Source: an optimization exercise on an open RTL-to-GDS flow (aim: small area). Production flows keep margins and buffers that such runs may drop.
In this exercise RTL edits were held to simulation tests only and were not proved equivalent to the original.
The clock input has no modelled driver; a real chip could not lean on it and would need a root buffer or a full tree.
Power and IR drop assume default switching activity.

==> inputs of job 1281 <==
==> flow/design.v <==
`timescale 1ns/1ps
module btn_debounce_pulse #(
    parameter integer CLK_HZ = 50_000_000,
    parameter integer DEBOUNCE_MS = 10
)(
    input  wire clk,
    input  wire rst,
    input  wire btn_raw_n,
    output wire press_pulse,
    output wire btn_stable,
    output wire btn_stable_next      
);
    reg sync_ff1, sync_ff2, sync_prev;
    always @(posedge clk) begin
        sync_ff1  <= ~(btn_raw_n | rst);
        sync_ff2  <= sync_ff1 & ~rst;
        sync_prev <= sync_ff2;
    end
    wire change = sync_ff2 ^ sync_prev;
    reg [18:0] cnt;
    always @(posedge clk)
        cnt <= change ? 19'h5b694 : ~{cnt[17:0], ~(cnt[18] ^ cnt[5])};
    wire fire = ~change & (cnt == 19'h0);
    reg btn_filtered, btn_filtered_d;
    assign btn_stable_next = ~rst & (fire ? sync_prev : btn_filtered);
    always @(posedge clk) begin
        btn_filtered   <= btn_stable_next;
        btn_filtered_d <= btn_filtered;
    end
    assign btn_stable  = btn_filtered;
    assign press_pulse = btn_filtered & ~btn_filtered_d;
endmodule
`timescale 1ns/1ps
module vending_machine(
    input  wire clk,
    input  wire rst,
    input  wire resetBtn_n,
    input  wire nickelBtn_n,
    input  wire dimeBtn_n,
    input  wire quarterBtn_n,
    output wire dispenseLed,
    output wire changeLed,
    output wire [6:0] segOut,
    output wire [5:0] digitSel
);
    wire resetPulse, resetLevel, resetLevelNext;
    wire nickelPulse, dimePulse, quarterPulse;
    wire nickelLevel, dimeLevel, quarterLevel;
    wire nickelNext, dimeNext, quarterNext;
    btn_debounce_pulse debounceReset (.clk(clk), .rst(rst), .btn_raw_n(resetBtn_n),
        .press_pulse(resetPulse), .btn_stable(resetLevel), .btn_stable_next(resetLevelNext));
    btn_debounce_pulse debounceNickel (.clk(clk), .rst(rst), .btn_raw_n(nickelBtn_n),
        .press_pulse(nickelPulse), .btn_stable(nickelLevel), .btn_stable_next(nickelNext));
    btn_debounce_pulse debounceDime (.clk(clk), .rst(rst), .btn_raw_n(dimeBtn_n),
        .press_pulse(dimePulse), .btn_stable(dimeLevel), .btn_stable_next(dimeNext));
    btn_debounce_pulse debounceQuarter (.clk(clk), .rst(rst), .btn_raw_n(quarterBtn_n),
        .press_pulse(quarterPulse), .btn_stable(quarterLevel), .btn_stable_next(quarterNext));
    reg  [3:0] tensR;
    reg        fiveR;
    reg  [2:0] onesR;
    wire [7:0] totalNext;
    wire       clr = rst | resetLevel | resetLevelNext;
    vm_total totalLogic (
        .x0(onesR[0]), .x1(onesR[1]), .x2(onesR[2]), .x3(fiveR),
        .x4(tensR[0]), .x5(tensR[1]), .x6(tensR[2]), .x7(tensR[3]),
        .x8(nickelPulse), .x9(dimePulse), .x10(quarterPulse), .x11(clr), .x12(activeDigit),
        .z0(totalNext[0]), .z1(totalNext[1]), .z2(totalNext[2]), .z3(totalNext[3]),
        .z4(totalNext[4]), .z5(totalNext[5]), .z6(totalNext[6]), .z7(totalNext[7]),
        .z8(segOut[0]), .z9(segOut[1]), .z10(segOut[2]), .z11(segOut[3]),
        .z12(segOut[4]), .z13(segOut[5]), .z14(segOut[6]), .z15(dispenseLed), .z16(changeLed));
    always @(posedge clk)
        {tensR, fiveR, onesR} <= totalNext;
    reg [14:0] muxCounter;
    reg activeDigit;
    wire muxWrap = (muxCounter == 15'h0);
    wire muxClear = rst | muxWrap;
    always @(posedge clk) begin
        muxCounter  <= muxClear ? 15'h3a52 : ~{muxCounter[13:0], ~(muxCounter[14] ^ muxCounter[0])};
        activeDigit <= ~rst & (activeDigit ^ muxWrap);
    end
    assign digitSel = activeDigit ? 6'b101111 : 6'b011111;
endmodule
module vm_total ( 
    x0, x1, x2, x3, x4, x5, x6, x7, x8, x9, x10, x11, x12,
    z0, z1, z2, z3, z4, z5, z6, z7, z8, z9, z10, z11, z12, z13,
    z14, z15, z16  );
  input  x0, x1, x2, x3, x4, x5, x6, x7, x8, x9, x10, x11, x12;
  output z0, z1, z2, z3, z4, z5, z6, z7, z8, z9, z10, z11, z12, z13,
    z14, z15, z16;
  wire new_n31, new_n32, new_n33, new_n34, new_n35, new_n36, new_n37,
    new_n38, new_n39, new_n40, new_n41, new_n42, new_n43, new_n44, new_n45,
    new_n46, new_n47, new_n48, new_n49, new_n50, new_n51, new_n52, new_n53,
    new_n54, new_n55, new_n56, new_n57, new_n59, new_n60, new_n61, new_n62,
    new_n63, new_n64, new_n65, new_n66, new_n67, new_n68, new_n69, new_n70,
    new_n71, new_n72, new_n73, new_n74, new_n75, new_n77, new_n79, new_n80,
    new_n81, new_n82, new_n84, new_n85, new_n86, new_n87, new_n88, new_n89,
    new_n90, new_n91, new_n93, new_n95, new_n96, new_n97, new_n98, new_n99,
    new_n101, new_n103, new_n104, new_n105, new_n106, new_n107, new_n108,
    new_n109, new_n110, new_n111, new_n112, new_n113, new_n114, new_n115,
    new_n116, new_n117, new_n119, new_n120, new_n121, new_n122, new_n123,
    new_n124, new_n125, new_n126, new_n127, new_n129, new_n132, new_n133,
    new_n135, new_n136, new_n139, new_n141, new_n142, new_n143, new_n144;
  assign new_n31 = ~x0 & ~x1;
  assign new_n32 = x2 & ~new_n31;
  assign new_n33 = ~x4 & ~x5;
  assign new_n34 = x0 & x1;
  assign new_n35 = ~x2 & ~new_n34;
  assign new_n36 = x3 & ~new_n35;
  assign new_n37 = new_n33 & ~new_n36;
  assign new_n38 = x6 & x7;
  assign new_n39 = ~new_n37 & new_n38;
  assign new_n40 = ~new_n32 & ~new_n39;
  assign new_n41 = ~x11 & new_n40;
  assign new_n42 = x5 & x7;
  assign new_n43 = ~x8 & new_n42;
  assign new_n44 = ~new_n38 & ~new_n43;
  assign new_n45 = ~x9 & x10;
  assign new_n46 = ~x8 & ~new_n45;
  assign new_n47 = ~x9 & new_n46;
  assign new_n48 = x3 & x4;
  assign new_n49 = x5 & x9;
  assign new_n50 = ~new_n48 & new_n49;
  assign new_n51 = ~new_n47 & ~new_n50;
  assign new_n52 = ~new_n44 & new_n51;
  assign new_n53 = ~new_n35 & new_n52;
  assign new_n54 = new_n41 & ~new_n53;
  assign new_n55 = x0 & ~new_n54;
  assign new_n56 = new_n41 & new_n53;
  assign new_n57 = ~x0 & ~new_n56;
  assign z0 = ~new_n55 & ~new_n57;
  assign new_n59 = ~x3 & ~new_n46;
  assign new_n60 = ~new_n47 & ~new_n59;
  assign new_n61 = ~x4 & ~new_n60;
  assign new_n62 = x4 & new_n60;
  assign new_n63 = ~new_n61 & ~new_n62;
  assign new_n64 = ~x8 & new_n45;
  assign new_n65 = new_n48 & new_n64;
  assign new_n66 = ~new_n62 & ~new_n64;
  assign new_n67 = ~new_n65 & ~new_n66;
  assign new_n68 = x5 & new_n67;
  assign new_n69 = ~x5 & ~new_n67;
  assign new_n70 = ~new_n68 & ~new_n69;
  assign new_n71 = ~new_n63 & ~new_n70;
  assign new_n72 = new_n52 & ~new_n71;
  assign new_n73 = ~x1 & ~new_n72;
  assign new_n74 = x1 & new_n72;
  assign new_n75 = new_n54 & ~new_n74;
  assign z1 = ~new_n73 & new_n75;
  assign new_n77 = ~x2 & ~new_n74;
  assign z2 = new_n54 & ~new_n77;
  assign new_n79 = x3 & new_n46;
  assign new_n80 = ~new_n59 & ~new_n79;
  assign new_n81 = ~new_n54 & ~new_n80;
  assign new_n82 = ~new_n56 & new_n80;
  assign z3 = ~new_n81 & ~new_n82;
  assign new_n84 = x3 & ~x9;
  assign new_n85 = ~x3 & x9;
  assign new_n86 = ~new_n84 & ~new_n85;
  assign new_n87 = ~new_n35 & new_n86;
  assign new_n88 = new_n72 & ~new_n87;
  assign new_n89 = new_n63 & ~new_n88;
  assign new_n90 = ~new_n63 & new_n88;
  assign new_n91 = ~new_n89 & ~new_n90;
  assign z4 = new_n41 & ~new_n91;
  assign new_n93 = new_n41 & new_n70;
  assign z5 = ~new_n90 & new_n93;
  assign new_n95 = new_n54 & ~new_n72;
  assign new_n96 = ~new_n65 & ~new_n68;
  assign new_n97 = x6 & ~new_n96;
  assign new_n98 = ~x6 & new_n96;
  assign new_n99 = ~new_n97 & ~new_n98;
  assign z6 = new_n95 & new_n99;
  assign new_n101 = ~x7 & ~new_n97;
  assign z7 = new_n95 & ~new_n101;
  assign new_n103 = ~x5 & x12;
  assign new_n104 = ~x1 & ~x12;
  assign new_n105 = ~new_n103 & ~new_n104;
  assign new_n106 = x3 & ~x12;
  assign new_n107 = x0 & new_n106;
  assign new_n108 = new_n40 & ~new_n107;
  assign new_n109 = ~x4 & x12;
  assign new_n110 = ~x0 & ~x3;
  assign new_n111 = ~x12 & new_n110;
  assign new_n112 = ~new_n109 & ~new_n111;
  assign new_n113 = ~x6 & x7;
  assign new_n114 = new_n103 & new_n113;
  assign new_n115 = x2 & ~x12;
  assign new_n116 = ~new_n114 & ~new_n115;
  assign new_n117 = ~new_n112 & new_n116;
  assign z12 = new_n108 & ~new_n117;
  assign new_n119 = x7 & x12;
  assign new_n120 = ~x2 & new_n106;
  assign new_n121 = ~new_n119 & ~new_n120;
  assign new_n122 = new_n105 & ~new_n109;
  assign new_n123 = ~new_n121 & ~new_n122;
  assign new_n124 = new_n108 & ~new_n123;
  assign new_n125 = ~x2 & new_n104;
  assign new_n126 = ~new_n103 & ~new_n125;
  assign new_n127 = new_n121 & new_n126;
  assign z14 = new_n124 & ~new_n127;
  assign new_n129 = new_n112 & ~z14;
  assign z11 = z12 & ~new_n129;
  assign z8 = ~new_n105 & z11;
  assign new_n132 = ~x4 & new_n103;
  assign new_n133 = new_n123 & ~new_n132;
  assign z9 = new_n40 & new_n133;
  assign new_n135 = ~x0 & new_n104;
  assign new_n136 = ~new_n132 & ~new_n135;
  assign z13 = new_n124 & new_n136;
  assign z10 = ~new_n112 & z13;
  assign new_n139 = ~x6 & ~x7;
  assign z15 = new_n40 & ~new_n139;
  assign new_n141 = ~x2 & ~x3;
  assign new_n142 = ~x7 & new_n141;
  assign new_n143 = new_n31 & new_n33;
  assign new_n144 = new_n142 & new_n143;
  assign z16 = z15 & ~new_n144;
endmodule
==> flow/flow/run.sh <==
#!/bin/bash
# Own layout flow: the standard flow (standard.sh) with three changes.
#  1. Synthesis: the standard flow's synthesis script (flow/synth.tcl) with ORFS's adder extraction skipped
#     and ABC run with an area-oriented script (flow/area.abc) instead of the speed script.
#     Registers come from the same dfflibmap step, so their names and cells are unchanged.
#  2. CTS without dummy loads, with clkbuf_4 buffers and sink clusters of up to 30.
#  3. Port buffers are buf_1 cells.
# Each tool's full output goes to the ORFS logs under orfs/logs; make's own output to flow_make.log.
set -euo pipefail
W=$(pwd)
export AREA_ABC_SCRIPT="$W/flow/area.abc"
bash standard.sh \
  "SYNTH_SCRIPT=$W/flow/synth.tcl" \
  "CTS_ARGS=-sink_clustering_enable -repair_clock_nets -dont_use_dummy_load -buf_list sky130_fd_sc_hd__clkbuf_8 -sink_clustering_size 40 -distance_between_buffers 200 -wire_unit 60" \
  "BUFFER_PORTS_ARGS=-buffer_cell sky130_fd_sc_hd__buf_1" \
  finish > "$W/flow_make.log" 2>&1
==> flow/flow/area.abc <==
strash
dch -f
amap -F 3 -A 10
topo
==> flow/flow/synth.tcl <==
proc synth {args} { yosys synth -nofsm -noshare {*}$args }
proc extract_fa {args} { puts "extract_fa skipped" }
proc abc {args} {
  set i [lsearch -exact $args -script]
  if {$i >= 0} { set args [lreplace $args $i [expr {$i+1}] -script $::env(AREA_ABC_SCRIPT)] }
  set j [lsearch -exact $args -D]
  if {$j >= 0} { set args [lreplace $args $j [expr {$j+1}]] }
  yosys abc {*}$args
}
source $::env(SCRIPTS_DIR)/synth.tcl
# left out here: clear keep_hierarchy, flatten, clean up, hide names made inside functions, write 1_2_yosys.v
==> flow/standard.sh <==
#!/bin/bash
# synth_recipe.tcl (not shown) runs the flow's synth.tcl, then flattens the netlist and writes it again
# the make line also repeats each setting of config.mk as NAME=value (left out here)
make -C /OpenROAD-flow-scripts/flow DESIGN_CONFIG=/design/flow/config.mk WORK_HOME=/design/flow/orfs CLKGATE_MAP_FILE= SYNTH_SCRIPT=/design/flow/synth_recipe.tcl "${@:-finish}"
==> flow/config.mk <==
export PLATFORM = sky130hd
export DESIGN_NAME = vending_machine
export DESIGN_NICKNAME = vending_machine
export VERILOG_FILES = /design/flow/design.v
export SDC_FILE = /design/flow/constraint.sdc
export NUM_CORES = 4
export LEC_CHECK = 0
export CAP_MARGIN = 20
export CORE_MARGIN = 2
export CORE_UTILIZATION = 40
export SLEW_MARGIN = 20
==> flow/constraint.sdc <==
create_clock -name core_clock -period 10.0 [get_ports {clk}]
set_input_delay 2.0000 -clock core_clock [delete_from_list [all_inputs] [get_ports {clk}]]
set_output_delay 2.0000 -clock core_clock [all_outputs]
set_load 0.01 [all_outputs]
==> job 9364 (differences from job 1281) <==
--- a/flow/flow/run.sh
+++ b/flow/flow/run.sh
@@ -5,3 +5,4 @@
 #     Registers come from the same dfflibmap step, so their names and cells are unchanged.
-#  2. CTS without dummy loads, with clkbuf_4 buffers and sink clusters of up to 30.
+#  2. A hand-built two-level clock tree (flow/cts_pre.tcl, run as ORFS's PRE_CTS_TCL hook):
+#     CTS_K leaf buffers over equal groups of flip-flops, one root buffer.
 #  3. Port buffers are buf_1 cells.
@@ -11,5 +12,6 @@
 export AREA_ABC_SCRIPT="$W/flow/area.abc"
+export CTS_K=${CTS_K:-6} CTS_LEAF=${CTS_LEAF:-sky130_fd_sc_hd__clkbuf_8} CTS_ROOT=${CTS_ROOT:-sky130_fd_sc_hd__clkbuf_4}
 bash standard.sh \
   "SYNTH_SCRIPT=$W/flow/synth.tcl" \
-  "CTS_ARGS=-sink_clustering_enable -repair_clock_nets -dont_use_dummy_load -buf_list sky130_fd_sc_hd__clkbuf_8 -sink_clustering_size 40 -distance_between_buffers 200 -wire_unit 60" \
+  "PRE_CTS_TCL=$W/flow/cts_pre.tcl" \
   "BUFFER_PORTS_ARGS=-buffer_cell sky130_fd_sc_hd__buf_1" \
==> flow/flow/cts_pre.tcl (new file) <==
# Hand-built clock tree, sourced by ORFS cts.tcl as its PRE_CTS_TCL hook: the flip-flops are split
# by recursive median bisection of their placed locations into CTS_K equal groups; each group
# gets a leaf buffer (CTS_LEAF) at its centroid, and one root buffer (CTS_ROOT) drives the leaves
# from the clk port. clock_tree_synthesis is then replaced by setting the clock propagated,
# and cts.tcl goes on as usual (legalisation, timing repair).
proc bisect {pts K} {
  if {$K <= 1} { return [list $pts] }
  set xs [lsort -integer [lmap p $pts {lindex $p 1}]]; set ys [lsort -integer [lmap p $pts {lindex $p 2}]]
  set dx [expr {[lindex $xs end]-[lindex $xs 0]}]; set dy [expr {[lindex $ys end]-[lindex $ys 0]}]
  set ax [expr {$dx >= $dy ? 1 : 2}]
  set sorted [lsort -integer -index $ax $pts]
  set K1 [expr {$K/2}]; set K2 [expr {$K-$K1}]
  set n1 [expr {int(round(double([llength $pts])*$K1/$K))}]
  return [concat [bisect [lrange $sorted 0 [expr {$n1-1}]] $K1] [bisect [lrange $sorted $n1 end] $K2]]
}
# manual clock tree: K equal clusters (recursive bisection of flop locations), each driven by a leaf buffer LEAF;
# leaves driven by one root buffer ROOT from the clk port.
proc manual_clock_tree {K LEAF ROOT} {
  set block [ord::get_db_block]
  set db [ord::get_db]
  set clknet [$block findNet clk]
  set sinks {}
  foreach it [$clknet getITerms] { lappend sinks $it }
  set n [llength $sinks]
  set idx {}
  set pts {}
  set i 0
  foreach it $sinks { set inst [$it getInst]; set bb [$inst getBBox]; lappend pts [list $i [expr {([$bb xMin]+[$bb xMax])/2}] [expr {([$bb yMin]+[$bb yMax])/2}]]; incr i }
  set groups [bisect $pts $K]
  set asg [lrepeat $n 0]
  set cent {}
  set k 0
  foreach g $groups {
    set sx 0; set sy 0
    foreach p $g { lset asg [lindex $p 0] $k; set sx [expr {$sx+[lindex $p 1]}]; set sy [expr {$sy+[lindex $p 2]}] }
    lappend cent [list [expr {int($sx/[llength $g])}] [expr {int($sy/[llength $g])}]]
    incr k
  }
  set rmaster [$db findMaster $ROOT]
  set lmaster [$db findMaster $LEAF]
  set root [odb::dbInst_create $block $rmaster "clkroot_buf"]
  set rnet [odb::dbNet_create $block "clknet_root"]
  $rnet setSigType CLOCK
  # root at centroid of all
  set sx 0; set sy 0; foreach c $cent { set sx [expr {$sx+[lindex $c 0]}]; set sy [expr {$sy+[lindex $c 1]}] }
  $root setLocation [expr {int($sx/$K)}] [expr {int($sy/$K)}]
  $root setPlacementStatus PLACED
  for {set k 0} {$k < $K} {incr k} {
    set inst [odb::dbInst_create $block $lmaster "clkleaf_buf_$k"]
    set net [odb::dbNet_create $block "clknet_leaf_$k"]
    $net setSigType CLOCK
    [$inst findITerm A] connect $rnet
    [$inst findITerm X] connect $net
    set c [lindex $cent $k]
    $inst setLocation [lindex $c 0] [lindex $c 1]
    $inst setPlacementStatus PLACED
    foreach it $sinks a $asg { if {$a == $k} { $it disconnect; $it connect $net } }
  }
  [$root findITerm A] connect $clknet
  [$root findITerm X] connect $rnet
}
manual_clock_tree $::env(CTS_K) $::env(CTS_LEAF) $::env(CTS_ROOT)
rename clock_tree_synthesis orig_clock_tree_synthesis
proc clock_tree_synthesis {args} {
  puts "clock tree built by cts_pre.tcl: $::env(CTS_K) x $::env(CTS_LEAF), root $::env(CTS_ROOT)"
  set_propagated_clock [all_clocks]
}
==> job 7977 (differences from job 1281) <==
--- a/flow/flow/run.sh
+++ b/flow/flow/run.sh
@@ -5,3 +5,4 @@
 #     Registers come from the same dfflibmap step, so their names and cells are unchanged.
-#  2. CTS without dummy loads, with clkbuf_4 buffers and sink clusters of up to 30.
+#  2. A hand-built two-level clock tree (flow/cts_pre.tcl, run as ORFS's PRE_CTS_TCL hook):
+#     CTS_K leaf buffers over equal groups of flip-flops, one root buffer.
 #  3. Port buffers are buf_1 cells.
@@ -11,5 +12,6 @@
 export AREA_ABC_SCRIPT="$W/flow/area.abc"
+export CTS_K=${CTS_K:-12} CTS_LEAF=${CTS_LEAF:-sky130_fd_sc_hd__clkbuf_4} CTS_ROOT=${CTS_ROOT:-sky130_fd_sc_hd__clkbuf_4}
 bash standard.sh \
   "SYNTH_SCRIPT=$W/flow/synth.tcl" \
-  "CTS_ARGS=-sink_clustering_enable -repair_clock_nets -dont_use_dummy_load -buf_list sky130_fd_sc_hd__clkbuf_8 -sink_clustering_size 40 -distance_between_buffers 200 -wire_unit 60" \
+  "PRE_CTS_TCL=$W/flow/cts_pre.tcl" \
   "BUFFER_PORTS_ARGS=-buffer_cell sky130_fd_sc_hd__buf_1" \
==> flow/flow/cts_pre.tcl (new file) <==
# Hand-built clock tree, sourced by ORFS cts.tcl as its PRE_CTS_TCL hook: the flip-flops are split
# by recursive median bisection of their placed locations into CTS_K equal groups; each group
# gets a leaf buffer (CTS_LEAF) at its centroid, and one root buffer (CTS_ROOT) drives the leaves
# from the clk port. clock_tree_synthesis is then replaced by setting the clock propagated,
# and cts.tcl goes on as usual (legalisation, timing repair).
proc bisect {pts K} {
  if {$K <= 1} { return [list $pts] }
  set xs [lsort -integer [lmap p $pts {lindex $p 1}]]; set ys [lsort -integer [lmap p $pts {lindex $p 2}]]
  set dx [expr {[lindex $xs end]-[lindex $xs 0]}]; set dy [expr {[lindex $ys end]-[lindex $ys 0]}]
  set ax [expr {$dx >= $dy ? 1 : 2}]
  set sorted [lsort -integer -index $ax $pts]
  set K1 [expr {$K/2}]; set K2 [expr {$K-$K1}]
  set n1 [expr {int(round(double([llength $pts])*$K1/$K))}]
  return [concat [bisect [lrange $sorted 0 [expr {$n1-1}]] $K1] [bisect [lrange $sorted $n1 end] $K2]]
}
# manual clock tree: K equal clusters (recursive bisection of flop locations), each driven by a leaf buffer LEAF;
# leaves driven by one root buffer ROOT from the clk port.
proc manual_clock_tree {K LEAF ROOT} {
  set block [ord::get_db_block]
  set db [ord::get_db]
  set clknet [$block findNet clk]
  set sinks {}
  foreach it [$clknet getITerms] { lappend sinks $it }
  set n [llength $sinks]
  set idx {}
  set pts {}
  set i 0
  foreach it $sinks { set inst [$it getInst]; set bb [$inst getBBox]; lappend pts [list $i [expr {([$bb xMin]+[$bb xMax])/2}] [expr {([$bb yMin]+[$bb yMax])/2}]]; incr i }
  set groups [bisect $pts $K]
  set asg [lrepeat $n 0]
  set cent {}
  set k 0
  foreach g $groups {
    set sx 0; set sy 0
    foreach p $g { lset asg [lindex $p 0] $k; set sx [expr {$sx+[lindex $p 1]}]; set sy [expr {$sy+[lindex $p 2]}] }
    lappend cent [list [expr {int($sx/[llength $g])}] [expr {int($sy/[llength $g])}]]
    incr k
  }
  set rmaster [$db findMaster $ROOT]
  set lmaster [$db findMaster $LEAF]
  set root [odb::dbInst_create $block $rmaster "clkroot_buf"]
  set rnet [odb::dbNet_create $block "clknet_root"]
  $rnet setSigType CLOCK
  # root at centroid of all
  set sx 0; set sy 0; foreach c $cent { set sx [expr {$sx+[lindex $c 0]}]; set sy [expr {$sy+[lindex $c 1]}] }
  $root setLocation [expr {int($sx/$K)}] [expr {int($sy/$K)}]
  $root setPlacementStatus PLACED
  for {set k 0} {$k < $K} {incr k} {
    set inst [odb::dbInst_create $block $lmaster "clkleaf_buf_$k"]
    set net [odb::dbNet_create $block "clknet_leaf_$k"]
    $net setSigType CLOCK
    [$inst findITerm A] connect $rnet
    [$inst findITerm X] connect $net
    set c [lindex $cent $k]
    $inst setLocation [lindex $c 0] [lindex $c 1]
    $inst setPlacementStatus PLACED
    foreach it $sinks a $asg { if {$a == $k} { $it disconnect; $it connect $net } }
  }
  [$root findITerm A] connect $clknet
  [$root findITerm X] connect $rnet
}
manual_clock_tree $::env(CTS_K) $::env(CTS_LEAF) $::env(CTS_ROOT)
rename clock_tree_synthesis orig_clock_tree_synthesis
proc clock_tree_synthesis {args} {
  puts "clock tree built by cts_pre.tcl: $::env(CTS_K) x $::env(CTS_LEAF), root $::env(CTS_ROOT)"
  set_propagated_clock [all_clocks]
}
==> summary.txt <==
| item | job 7977 | job 9364 | job 1281 |
|---|---|---|---|
| Area grow syn2layout | 5.87% | 5.66% | 9.61% |
| Final worst-path setup slack | 5.56 ns | 5.63 ns | 5.64 ns |
| Fraction of power spent switching nets | 25.0% | 24.3% | 23.7% |
| Post-Route Utilization | 44.0% | 44.0% | 45.6% |
| Power in combinational cells | 0.0667 mW | 0.0667 mW | 0.0668 mW |
| Worst slew pin tran | 0.797 ns | 0.813 ns | 0.806 ns |
| Layout fillers | 871 | 868 | 850 |
| Status | no timing/DRC/antenna violations | no timing/DRC/antenna violations | no timing/DRC/antenna violations |
| Launch point of the worst reg-to-reg path | debounceReset.sync_ff2$_DFF_P_ | debounceReset.sync_ff2$_DFF_P_ | debounceReset.sync_prev$_DFF_P_ |
| Fraction of power consumed by sequential logic | 68.4% | 69.1% | 60.9% |
| End point of the critical path | segOut[2] | segOut[0] | segOut[0] |
| Number of stages on the worst setup path | 8 | 9 | 9 |
| Leakage power | 1.52 nW | 1.51 nW | 1.58 nW |
| Clock insertion delay at the later pin of the skew report | 0.49 ns | 0.42 ns | 0.42 ns |
In job 9364 and job 7977 the design's own scripts or RTL, not TritonCTS, make the clock network.

afterwards: timing with drivers on the ports:
The results above use ideal ports. As a check the final layouts listed here were re-extracted and re-timed, cells and wires unchanged. Step 1, drivers: a clkbuf_16 drives clk and a buf_2 each remaining input, both assumed. Step 2 adds t to the input delays and takes it off the output delays; t is the mean of the earliest and latest rising clock arrival at the registers after step 1. Input paths then give back, and output paths get back, about the clock's delay inside the block. Three values: ideal ports, drivers, drivers and shift; two values: the first two.
run	shift t [ns]	setup WS [ns]	hold slack, ns	worst setup path at the end	worst data-port slew with drivers (ns)
job 1281	0.439	5.644 / 5.614 / 6.053	0.349 / 0.349 / 0.349	register to output	0.03
job 9364	0.447	5.626 / 5.598 / 6.045	0.359 / 0.359 / 0.359	register to output	0.03
job 7977	0.516	5.561 / 5.533 / 6.050	0.363 / 0.363 / 0.363	register to output	0.03
After both steps setup and hold are still met in every run listed.
